Source: an optimization exercise on an open RTL-to-GDS flow (aim: small area). Production flows keep margins and buffers that such runs may drop. Only simulation tests tie the RTL to the original design; equivalence was not proved.

// inp_handler
module inp_handler(SW, GPIO_0, HEX0, HEX1, HEX2, HEX3, HEX4, HEX5, clk, reset, MTL2_R, MTL2_G, MTL2_B, MTL2_HSD,
MTL2_VSD);
Size: roughly 350 flip-flops, ~110 I/O pins, roughly 75000 µm² of cells after synthesis.
Settings: LEC_CHECK=0, CAP_MARGIN=20, CORE_MARGIN=2, CORE_UTILIZATION=40, CTS_BUF_LIST=sky130_fd_sc_hd__clkbuf_4 sky130_fd_sc_hd__clkbuf_8, SLEW_MARGIN=20, SYNTH_HIERARCHICAL=1, SYNTH_MINIMUM_KEEP_SIZE=0; clock period 80.0 ns.
standard.sh (not shown) runs the stock make flow with config.mk's settings and CLKGATE_MAP_FILE= SYNTH_SCRIPT=/design/flow/synth_recipe.tcl, a recipe that flattens the netlist after the stock synthesis.
==> flow/flow/run.sh <==
#!/bin/bash
# Layout flow: the standard layout (standard.sh) with the standard
# synthesis, changed only in two layout settings: the port buffers use the
# smallest buffer cell (the ports drive or see only light loads), and clock
# tree synthesis adds no dummy loads (the clock buffers the flow asks for are
# kept). Every other step is the standard flow's.
set -euo pipefail
here=$(pwd)
cp config.mk config_layout.mk
echo "export BUFFER_PORTS_ARGS = -buffer_cell sky130_fd_sc_hd__buf_1" >> config_layout.mk
echo "export CTS_ARGS = -sink_clustering_enable -repair_clock_nets -buf_list {sky130_fd_sc_hd__clkbuf_4 sky130_fd_sc_hd__clkbuf_8} -dont_use_dummy_load" >> config_layout.mk
sed "s#$here/config.mk#$here/config_layout.mk#g" standard.sh > standard_layout.sh
grep -q "config_layout.mk" standard_layout.sh
bash standard_layout.sh > flow.log 2>&1
Change:
==> flow/run.sh (new file) <==
#!/bin/bash
# synth_recipe.tcl (not shown) runs the flow's synth.tcl, then flattens the netlist and writes it again
# the make line also repeats each setting of config.mk as NAME=value (left out here)
make -C /OpenROAD-flow-scripts/flow DESIGN_CONFIG=/design/flow/config.mk WORK_HOME=/design/flow/orfs CLKGATE_MAP_FILE= SYNTH_SCRIPT=/design/flow/synth_recipe.tcl finish
CTS_BUF_LIST = sky130_fd_sc_hd__clkbuf_8   (was sky130_fd_sc_hd__clkbuf_4 sky130_fd_sc_hd__clkbuf_8)
CTS_CLUSTER_DIAMETER = 70   (was not set)
CTS_CLUSTER_SIZE = 16   (was not set)
removed: flow/flow/run.sh
removed: flow/standard.sh
What happened:
- wire length barely changes
- critical path depth grows by 1
- count of clock-buffer cells in the layout decreases by 23
- area after synthesis stays the same
- design area rises by 0.36%
- utilization rises by 0.15 points
- global-route usage barely changes
- worst setup slack degrades by 0.77 ns
- first-iteration DRC count increases by 1.7%
- worst hold slack improved by 0.016 ns
- synthesized cell count stays the same
Change:
CTS_BUF_LIST = sky130_fd_sc_hd__clkbuf_4 sky130_fd_sc_hd__clkbuf_8   (was sky130_fd_sc_hd__clkbuf_8)
CTS_CLUSTER_DIAMETER = not set   (was 70)
CTS_CLUSTER_SIZE = not set   (was 16)
Result: Worst setup slack improves by 0.023 ns; core utilization came out higher by 0.34 points; clock skew came out lower by 0.020 ns; routed wire length stays flat; critical path depth stays the same; synthesized area does not change; clock-buffer cell count came out higher by 42.

========
inp_handler again, from the RTL that the note above started with.
export LEC_CHECK = 0
export CAP_MARGIN = 20
export CORE_MARGIN = 2
export CORE_UTILIZATION = 40
export CTS_BUF_LIST = sky130_fd_sc_hd__clkbuf_4 sky130_fd_sc_hd__clkbuf_8
export CTS_CLUSTER_DIAMETER = 70
export CTS_CLUSTER_SIZE = 11
export SLEW_MARGIN = 20
export SYNTH_HIERARCHICAL = 1
export SYNTH_MINIMUM_KEEP_SIZE = 0
create_clock -name core_clock -period 80.0 [get_ports {clk}]
==> flow/flow/run.sh <==
#!/bin/bash
set -euo pipefail
here=$(pwd)
cp config.mk config_layout.mk
echo "export BUFFER_PORTS_ARGS = -buffer_cell sky130_fd_sc_hd__buf_1" >> config_layout.mk
echo "export CTS_ARGS = -sink_clustering_enable -repair_clock_nets -sink_clustering_size 11 -sink_clustering_max_diameter 70 -buf_list {sky130_fd_sc_hd__clkbuf_4 sky130_fd_sc_hd__clkbuf_8} -dont_use_dummy_load" >> config_layout.mk
sed "s#$here/config.mk#$here/config_layout.mk#g" standard.sh > standard_layout.sh
grep -q "config_layout.mk" standard_layout.sh
bash standard_layout.sh > flow.log 2>&1
Rerun with:
==> flow/run.sh (new file) <==
#!/bin/bash
# synth_recipe.tcl (not shown) runs the flow's synth.tcl, then flattens the netlist and writes it again
# the make line also repeats each setting of config.mk as NAME=value (left out here)
make -C /OpenROAD-flow-scripts/flow DESIGN_CONFIG=/design/flow/config.mk WORK_HOME=/design/flow/orfs CLKGATE_MAP_FILE= SYNTH_SCRIPT=/design/flow/synth_recipe.tcl finish
CTS_CLUSTER_DIAMETER = 80   (was 70)
CTS_CLUSTER_SIZE = 14   (was 11)
removed: flow/flow/run.sh
removed: flow/standard.sh
The new run finished clean.
Cell area is higher by 0.54%.
Synthesized area is unchanged.
Register-to-register slack is worse by 0.80 ns.
Global-route usage hardly moves.
Utilization is higher by 0.23 points.
Setup slack is worse by 0.80 ns.
Rerun with:
CTS_CLUSTER_DIAMETER = 70   (was 80)
CTS_CLUSTER_SIZE = 11   (was 14)
Result: Global-route usage hardly moves; core utilization stays flat; final area barely changes.

## separate check: timing with driven ports
The flow's constraints put no driver on any port. The routed layouts listed below were extracted and timed again, unchanged, in two steps.
Step 1: set_driving_cell puts a clkbuf_16 on clk and a buf_2 on each other input, an assumption about the parent block.
Step 2 also shifts input and output timing later by t, the mid clock arrival at the registers, as if the neighbouring blocks saw the same clock.
Slacks: ideal / step 1 / step 2; pairs: ideal / step 1.
| run | t, ns | setup slack, ns | hold WS [ns] | worst setup path at the end | cell pins on the clock port's net |
|---|---|---|---|---|---|
| the first run of note 1 | 0.652 | 41.290 / 41.290 / 41.290 | 0.369 / 0.369 / 0.369 | register to register | 1 |
| the second run of note 1 | 0.694 | 40.520 / 40.520 / 40.415 | 0.386 / 0.386 / 0.386 | input to register | 1 |
| the third run of note 1 | 0.676 | 40.544 / 40.544 / 40.355 | 0.374 / 0.374 / 0.374 | input to register | 1 |
| the first run of note 2 | 0.629 | 41.430 / 41.430 / 41.382 | 0.378 / 0.378 / 0.378 | input to register | 1 |
| the second run of note 2 | 0.690 | 40.634 / 40.634 / 40.362 | 0.367 / 0.367 / 0.367 | input to register | 1 |
| the third run of note 2 | 0.646 | 40.614 / 40.614 / 40.372 | 0.372 / 0.372 / 0.372 | input to register | 1 |
After both steps setup and hold are still met in every run listed. For the second run of note 2, which loses most, drivers alone change the setup slack by 0.000 ns; drivers and shift together by -0.272 ns.
